What follows belongs to an exercise in optimizing a design on an open flow for small area, a short achievable clock period and few clock cycles; a production flow would make more cautious choices.
At most, simulation tests tie the RTL to the original design; equivalence was not proved.
No activity file was given, so power comes from the tool's default toggle rates.

== the previous run ==
==> module DIV, before the edit <==
module DIV(
  input         clock,
  input         reset,
  output        io_in_ready,
  input         io_in_valid,
  input         io_in_bits_ctrl_flow_divw,
  input         io_in_bits_ctrl_flow_div_signed,
  input         io_in_bits_ctrl_flow_flush,
  input  [31:0] io_in_bits_ctrl_data_src1,
  input  [31:0] io_in_bits_ctrl_data_src2,
  input         io_out_ready,
  output        io_out_valid,
  output [31:0] io_out_bits_result_quotient,
  output [31:0] io_out_bits_result_remainder
);
  localparam [2:0] S_LOAD = 3'd0, S_ALIGN = 3'd1, S_ITER = 3'd2, S_CORR = 3'd3,
                   S_RESTORE = 3'd4, S_DONE = 3'd5;
  function [1:0] lz2(input [1:0] v);
    lz2 = {~v[1] & ~v[0], ~v[1]};
  endfunction
  function [2:0] lz4(input [3:0] v);
    reg [1:0] h, l;
    begin
      h = lz2(v[3:2]); l = lz2(v[1:0]);
      lz4 = {h[1] & l[1], h[1], h[1] ? l[0] : h[0]};
    end
  endfunction
  function [3:0] lz8(input [7:0] v);
    reg [2:0] h, l;
    begin
      h = lz4(v[7:4]); l = lz4(v[3:0]);
      lz8 = {h[2] & l[2], h[2], h[2] ? l[1:0] : h[1:0]};
    end
  endfunction
  function [4:0] lz16(input [15:0] v);
    reg [3:0] h, l;
    begin
      h = lz8(v[15:8]); l = lz8(v[7:0]);
      lz16 = {h[3] & l[3], h[3], h[3] ? l[2:0] : h[2:0]};
    end
  endfunction
  function [5:0] lzc32(input [31:0] v);
    reg [4:0] h, l;
    begin
      h = lz16(v[31:16]); l = lz16(v[15:0]);
      lzc32 = (h[4] & l[4]) ? 6'd32 : {1'b0, h[4], h[4] ? l[3:0] : h[3:0]};
    end
  endfunction
  wire [31:0] a  = io_in_bits_ctrl_data_src1;
  wire [31:0] b  = io_in_bits_ctrl_data_src2;
  wire        sg = io_in_bits_ctrl_flow_div_signed;
  wire        go = io_in_valid & ~io_in_bits_ctrl_flow_flush;
  reg  [2:0]  state;
  reg  [32:0] X;       
  reg  [32:0] E;       
  reg  [31:0] Q;       
  reg  [4:0]  cnt;     
  reg  [5:0]  la, lb;  
  reg         neg_a;   
  reg         neg_q;   
  reg         m;       
  reg         done;    
  wire        sa  = sg & a[31];
  wire        sb  = sg & b[31];
  wire        nq  = sa ^ sb;
  wire [31:0] ap  = sa ? {~a[30:0], 1'b1} : a;
  wire [31:0] bp  = b ^ {32{sb}};
  wire [5:0]  lza = lzc32(ap);
  wire [5:0]  lzb = lzc32(bp);
  wire        dz  = (b == 32'd0);
  wire [31:0] sm1 = ap  | {1'b0, ap[31:1]};
  wire [31:0] sm2 = sm1 | {2'b0, sm1[31:2]};
  wire [31:0] sm4 = sm2 | {4'b0, sm2[31:4]};
  wire [31:0] sm8 = sm4 | {8'b0, sm4[31:8]};
  wire [31:0] sma = sm8 | {16'b0, sm8[31:16]};
  wire        short = |(bp & ~sma);
  wire [31:0] qdz = (sg & ~a[31]) ? 32'd1 : 32'hffffffff;
  wire [6:0]  sfull = {1'b0, lb} - {1'b0, la};
  wire [4:0]  s   = (sfull[5] | sfull[4:0] == 5'd31) ? 5'd31 : sfull[4:0];
  wire [32:0] Esh = E << s;
  wire        inv = m ^ neg_q;         
  wire [32:0] Y   = E ^ {33{inv}};
  wire [33:0] T1  = {X, 1'b1} + {Y, inv};
  wire [32:0] T   = T1[33:1];
  wire        tz  = &((X ^ Y) ~^ {X[31:0] | Y[31:0], inv});
  wire        acc = neg_a ? (T[32] | tz) : ~T[32];
  always @(posedge clock) begin
    if (reset) begin
      done <= 1'b0;
    end else if (!go) begin
      done <= 1'b0;
    end else begin
      case (state)
        S_LOAD:    done <= dz | short;
        S_ITER:    done <= (cnt == 5'd0) & acc;
        S_CORR:    done <= 1'b1;
        S_RESTORE: done <= 1'b1;
        default:   done <= 1'b0;
      endcase
    end
  end
  always @(posedge clock) begin
    if (reset) begin
      state <= S_LOAD;
    end else if (!go) begin
      state <= S_LOAD;
    end else begin
      case (state)
        S_LOAD:    state <= (dz | short) ? S_DONE : S_ALIGN;
        S_ALIGN:   state <= (neg_q & ~acc) ? S_RESTORE : S_ITER;
        S_ITER:    state <= (cnt != 5'd0) ? S_ITER : (acc ? S_DONE : S_CORR);
        S_CORR:    state <= S_DONE;
        S_RESTORE: state <= S_DONE;
        default:   state <= S_LOAD;
      endcase
    end
  end
  always @(posedge clock) begin
    case (state)
      S_LOAD: begin
        X     <= {sa, a};
        E     <= {sb, b};
        Q     <= dz ? qdz : 32'd0;
        la    <= lza;
        lb    <= lzb;
        neg_a <= sa;
        neg_q <= nq;
        m     <= 1'b1;
      end
      S_ALIGN: begin
        if (neg_q) X <= T;
        Q   <= {32{neg_q}};
        E   <= Esh;
        cnt <= s;
        m   <= 1'b1;
      end
      S_ITER: begin
        X   <= T;
        Q   <= {Q[30:0], acc ^ neg_q};
        if (cnt != 5'd0) E <= {E[32], E[32:1]};
        cnt <= cnt - 5'd1;
        m   <= acc;
      end
      S_CORR: begin
        X <= T;
      end
      S_RESTORE: begin
        X <= {neg_a, a};
        Q <= 32'd0;
      end
      default: ;
    endcase
  end
  assign io_in_ready = 1'b1;
  assign io_out_valid = done;
  assign io_out_bits_result_quotient = Q;
  assign io_out_bits_result_remainder = X[31:0];
endmodule
Settings: LEC_CHECK=0, ABC_CLOCK_PERIOD_IN_PS=3000, CAP_MARGIN=20, CORE_MARGIN=2, CORE_UTILIZATION=40, PLACE_DENSITY=0.6, SETUP_SLACK_MARGIN=4.0, SLEW_MARGIN=20; clock period 8.0 ns.
run.sh (not shown) runs the stock make flow with config.mk's settings and CLKGATE_MAP_FILE= SYNTH_SCRIPT=/design/flow/synth_recipe.tcl, a recipe that flattens the netlist after the stock synthesis.
The previous run reached the final stage; the timing, DRC and antenna checks on its layout passed.
Edits applied to the flow inputs when going from the previous run to the current run:
diff --git a/flow/design.v b/flow/design.v
--- a/flow/design.v
+++ b/flow/design.v
@@ -56,11 +56,11 @@
   reg  [31:0] Q;       
   reg  [4:0]  cnt;     
   reg  [5:0]  la, lb;  
   reg         neg_a;   
   reg         neg_q;   
-  reg         m;       
+  reg         inv;     
   reg         done;    
   wire        sa  = sg & a[31];
   wire        sb  = sg & b[31];
   wire        nq  = sa ^ sb;
   wire [31:0] ap  = sa ? {~a[30:0], 1'b1} : a;
@@ -76,16 +76,13 @@
   wire        short = |(bp & ~sma);
   wire [31:0] qdz = (sg & ~a[31]) ? 32'd1 : 32'hffffffff;
   wire [6:0]  sfull = {1'b0, lb} - {1'b0, la};
   wire [4:0]  s   = (sfull[5] | sfull[4:0] == 5'd31) ? 5'd31 : sfull[4:0];
   wire [32:0] Esh = E << s;
-  wire        inv = m ^ neg_q;         
-  wire [32:0] Y   = E ^ {33{inv}};
-  wire [33:0] T1  = {X, 1'b1} + {Y, inv};
+  wire [33:0] T1  = {X, 1'b1} + {E ^ {33{inv}}, inv};
   wire [32:0] T   = T1[33:1];
-  wire        tz  = &((X ^ Y) ~^ {X[31:0] | Y[31:0], inv});
-  wire        acc = neg_a ? (T[32] | tz) : ~T[32];
+  wire        acc = neg_a ? (T[32] | (T == 33'd0)) : ~T[32];
   always @(posedge clock) begin
     if (reset) begin
       done <= 1'b0;
     end else if (!go) begin
       done <= 1'b0;
@@ -123,25 +120,25 @@
         Q     <= dz ? qdz : 32'd0;
         la    <= lza;
         lb    <= lzb;
         neg_a <= sa;
         neg_q <= nq;
-        m     <= 1'b1;
+        inv   <= ~nq;
       end
       S_ALIGN: begin
         if (neg_q) X <= T;
         Q   <= {32{neg_q}};
         E   <= Esh;
         cnt <= s;
-        m   <= 1'b1;
+        inv <= ~neg_q;
       end
       S_ITER: begin
         X   <= T;
         Q   <= {Q[30:0], acc ^ neg_q};
         if (cnt != 5'd0) E <= {E[32], E[32:1]};
         cnt <= cnt - 5'd1;
-        m   <= acc;
+        inv <= acc ^ neg_q;
       end
       S_CORR: begin
         X <= T;
       end
       S_RESTORE: begin
Findings:
- Summary of the current run over the previous run: synthesis-to-finish area growth grew by 0.67 points, count of inverters other than clock inverters in the layout went down, global-route usage decreased 0.78 points, minimum period implied by the final worst setup slack rose by 0.35 ns.
- The current run | stages: all done | timing, DRC, antenna: all pass
- Having completed the whole flow, the previous run delivered a layout that passed the timing, DRC and antenna checks.
- Going from the previous run to the current run, clock network fraction of design power shrinks by 0.5 points.
- From the previous run to the current run the numbers moved as follows: source-to-sink clock delay at the later pin of the worst-skew pair shrank by 0.02 ns, final worst-path cycle share grew by 4.4 points.
No functional check of the RTL was part of any run of this note.

* * *

Another version of the RTL of DIV (not shown whole).
For scale: roughly 1600 cells after synthesis, ~120 flip-flops, roughly 140 I/O pins.
==> module DIV, before the edit <==
module DIV(
  input         clock,
  input         reset,
  output        io_in_ready,
  input         io_in_valid,
  input         io_in_bits_ctrl_flow_divw,
  input         io_in_bits_ctrl_flow_div_signed,
  input         io_in_bits_ctrl_flow_flush,
  input  [31:0] io_in_bits_ctrl_data_src1,
  input  [31:0] io_in_bits_ctrl_data_src2,
  input         io_out_ready,
  output        io_out_valid,
  output [31:0] io_out_bits_result_quotient,
  output [31:0] io_out_bits_result_remainder
);
  localparam [1:0] S_LOAD = 2'd0, S_ALIGN = 2'd1, S_ITER = 2'd2, S_DONE = 2'd3;
  function [1:0] lz2(input [1:0] v);
    lz2 = {~v[1] & ~v[0], ~v[1]};
  endfunction
  function [2:0] lz4(input [3:0] v);
    reg [1:0] h, l;
    begin
      h = lz2(v[3:2]); l = lz2(v[1:0]);
      lz4 = {h[1] & l[1], h[1], h[1] ? l[0] : h[0]};
    end
  endfunction
  function [3:0] lz8(input [7:0] v);
    reg [2:0] h, l;
    begin
      h = lz4(v[7:4]); l = lz4(v[3:0]);
      lz8 = {h[2] & l[2], h[2], h[2] ? l[1:0] : h[1:0]};
    end
  endfunction
  function [4:0] lz16(input [15:0] v);
    reg [3:0] h, l;
    begin
      h = lz8(v[15:8]); l = lz8(v[7:0]);
      lz16 = {h[3] & l[3], h[3], h[3] ? l[2:0] : h[2:0]};
    end
  endfunction
  function [5:0] lzc32(input [31:0] v);
    reg [4:0] h, l;
    begin
      h = lz16(v[31:16]); l = lz16(v[15:0]);
      lzc32 = (h[4] & l[4]) ? 6'd32 : {1'b0, h[4], h[4] ? l[3:0] : h[3:0]};
    end
  endfunction
  wire [31:0] a  = io_in_bits_ctrl_data_src1;
  wire [31:0] b  = io_in_bits_ctrl_data_src2;
  wire        sg = io_in_bits_ctrl_flow_div_signed;
  wire        go = io_in_valid & ~io_in_bits_ctrl_flow_flush;
  reg  [1:0]  state;
  reg  [32:0] X;       
  reg  [32:0] E;       
  reg  [31:0] Q;       
  reg  [4:0]  cnt;     
  reg         neg_a;   
  reg         neg_q;   
  wire        sa  = sg & a[31];
  wire        sb  = sg & b[31];
  wire        nq  = sa ^ sb;
  wire [31:0] ap  = a ^ {32{sa}};    
  wire [31:0] bp  = b ^ {32{sb}};    
  wire        dz  = (b == 32'd0);
  wire [5:0]  lza = lzc32(ap);
  wire [5:0]  lzb = lzc32(bp);
  wire        short = sa ? (lza > lzb + 6'd1) : (lza > lzb);    
  reg  [5:0]  la, lb;
  wire [6:0]  sfull = {1'b0, lb} - {1'b0, la} + {6'd0, neg_a};
  wire [4:0]  s   = (sfull[5] | sfull[4:0] == 5'd31) ? 5'd31 : sfull[4:0];
  wire [31:0] qdz = (sg & ~a[31]) ? 32'd1 : 32'hffffffff;
  wire        cin  = ~neg_q;
  wire [32:0] T    = X + E + {32'd0, cin};
  wire        tz   = ((X ^ E) == {(X[31:0] | E[31:0]), cin});
  wire        acc  = neg_a ? (T[32] | tz) : ~T[32];
  wire [32:0] Esh  = (E << s) | ({33{~neg_q}} & ~({33{1'b1}} << s));
  always @(posedge clock) begin
    if (reset) begin
      state <= S_LOAD;
    end else if (!go) begin
      state <= S_LOAD;
    end else begin
      case (state)
        S_LOAD:  state <= (dz | short) ? S_DONE : S_ALIGN;
        S_ALIGN: state <= (neg_q & ~acc) ? S_DONE : S_ITER;
        S_ITER:  state <= (cnt == 5'd0) ? S_DONE : S_ITER;
        default: state <= S_LOAD;
      endcase
    end
  end
  always @(posedge clock) begin
    case (state)
      S_LOAD: begin
        X     <= {sa, a};
        E     <= {b[31] & sg, b} ^ {33{~nq}};
        Q     <= dz ? qdz : 32'd0;
        la    <= lza;
        lb    <= lzb;
        neg_a <= sa;
        neg_q <= nq;
      end
      S_ALIGN: begin
        if (neg_q & acc) X <= T;
        Q <= {32{neg_q & acc}};
        E <= Esh;
        cnt <= s;
      end
      S_ITER: begin
        if (acc) X <= T;
        Q   <= {Q[30:0], acc ^ neg_q};
        E   <= {E[32], E[32:1]};
        cnt <= cnt - 5'd1;
      end
      default: ;
    endcase
  end
  assign io_in_ready = 1'b1;
  assign io_out_valid = (state == S_DONE);
  assign io_out_bits_result_quotient = Q;
  assign io_out_bits_result_remainder = X[31:0];
endmodule
Settings: LEC_CHECK=0, ABC_CLOCK_PERIOD_IN_PS=3000, CAP_MARGIN=20, CORE_MARGIN=2, CORE_UTILIZATION=40, PLACE_DENSITY=0.6, SETUP_SLACK_MARGIN=4.5, SLEW_MARGIN=20; clock period 8.0 ns.
The first run finished with timing, DRC and antenna clean.
Next try:
--- a/flow/design.v
+++ b/flow/design.v
@@ -62,18 +62,15 @@
   wire [31:0] ap  = a ^ {32{sa}};    
   wire [31:0] bp  = b ^ {32{sb}};    
   wire        dz  = (b == 32'd0);
-  wire [5:0]  lza = lzc32(ap);
-  wire [5:0]  lzb = lzc32(bp);
-  wire        short = sa ? (lza > lzb + 6'd1) : (lza > lzb);    
-  reg  [5:0]  la, lb;
-  wire [6:0]  sfull = {1'b0, lb} - {1'b0, la} + {6'd0, neg_a};
+  wire [6:0]  sfull = {1'b0, lzc32(bp)} - {1'b0, lzc32(ap)} + {6'd0, sa};
+  wire        short = sfull[6];                
   wire [4:0]  s   = (sfull[5] | sfull[4:0] == 5'd31) ? 5'd31 : sfull[4:0];
   wire [31:0] qdz = (sg & ~a[31]) ? 32'd1 : 32'hffffffff;
   wire        cin  = ~neg_q;
   wire [32:0] T    = X + E + {32'd0, cin};
   wire        tz   = ((X ^ E) == {(X[31:0] | E[31:0]), cin});
   wire        acc  = neg_a ? (T[32] | tz) : ~T[32];
-  wire [32:0] Esh  = (E << s) | ({33{~neg_q}} & ~({33{1'b1}} << s));
+  wire [32:0] Esh  = (E << cnt) | ({33{~neg_q}} & ~({33{1'b1}} << cnt));
   always @(posedge clock) begin
     if (reset) begin
       state <= S_LOAD;
@@ -94,8 +91,7 @@
         X     <= {sa, a};
         E     <= {b[31] & sg, b} ^ {33{~nq}};
         Q     <= dz ? qdz : 32'd0;
-        la    <= lza;
-        lb    <= lzb;
+        cnt   <= s;
         neg_a <= sa;
         neg_q <= nq;
       end
@@ -103,7 +99,6 @@
         if (neg_q & acc) X <= T;
         Q <= {32{neg_q & acc}};
         E <= Esh;
-        cnt <= s;
       end
       S_ITER: begin
         if (acc) X <= T;
Effect: The new run went through all stages and came out clean; count of clock-buffer cells in the layout drops by 8; global-route usage goes down by 7.5 points; clock skew is higher by 0.0039 ns; cell area drops by 23%; power falls by 45%; synthesized cell count goes down by 14%.
Testbench counts after the change, summed over its fixed seeds: cycles 16,851.
Only the layout flow was run in the first run of this note; the RTL was not checked for function there.

## re-timing with driven ports
No port has a modelled driver above. Below, the same layouts with a new extraction and two added sets of constraints.
Step 1 assumes that a clkbuf_16 drives the clock port and a buf_2 every other input.
Step 2 also shifts input and output timing later by t, the mid clock arrival at the registers, as if the neighbouring blocks saw the same clock.
Slacks: ideal ports / drivers / drivers and shift; pairs: ideal ports / drivers.
| run | t (ns) | setup slack, ns | worst setup path at the end | clock arrival spread, ns |
|---|---|---|---|---|
| the previous run | 0.495 | 3.990 / 3.990 / 3.642 | input to register | 0.018 / 0.017 |
| the current run | 0.479 | 3.639 / 3.639 / 3.636 | input to register | 0.014 / 0.014 |
| the first run of note 2 | 0.498 | 3.497 / 3.505 / 3.007 | input to register | 0.012 / 0.012 |
| the second run of note 2 | 0.418 | 3.346 / 3.371 / 2.953 | input to register | 0.017 / 0.017 |
After both steps every run listed still meets setup and hold. For the first run of note 2, which loses most, drivers alone change the setup slack by +0.008 ns; drivers and shift together by -0.490 ns.
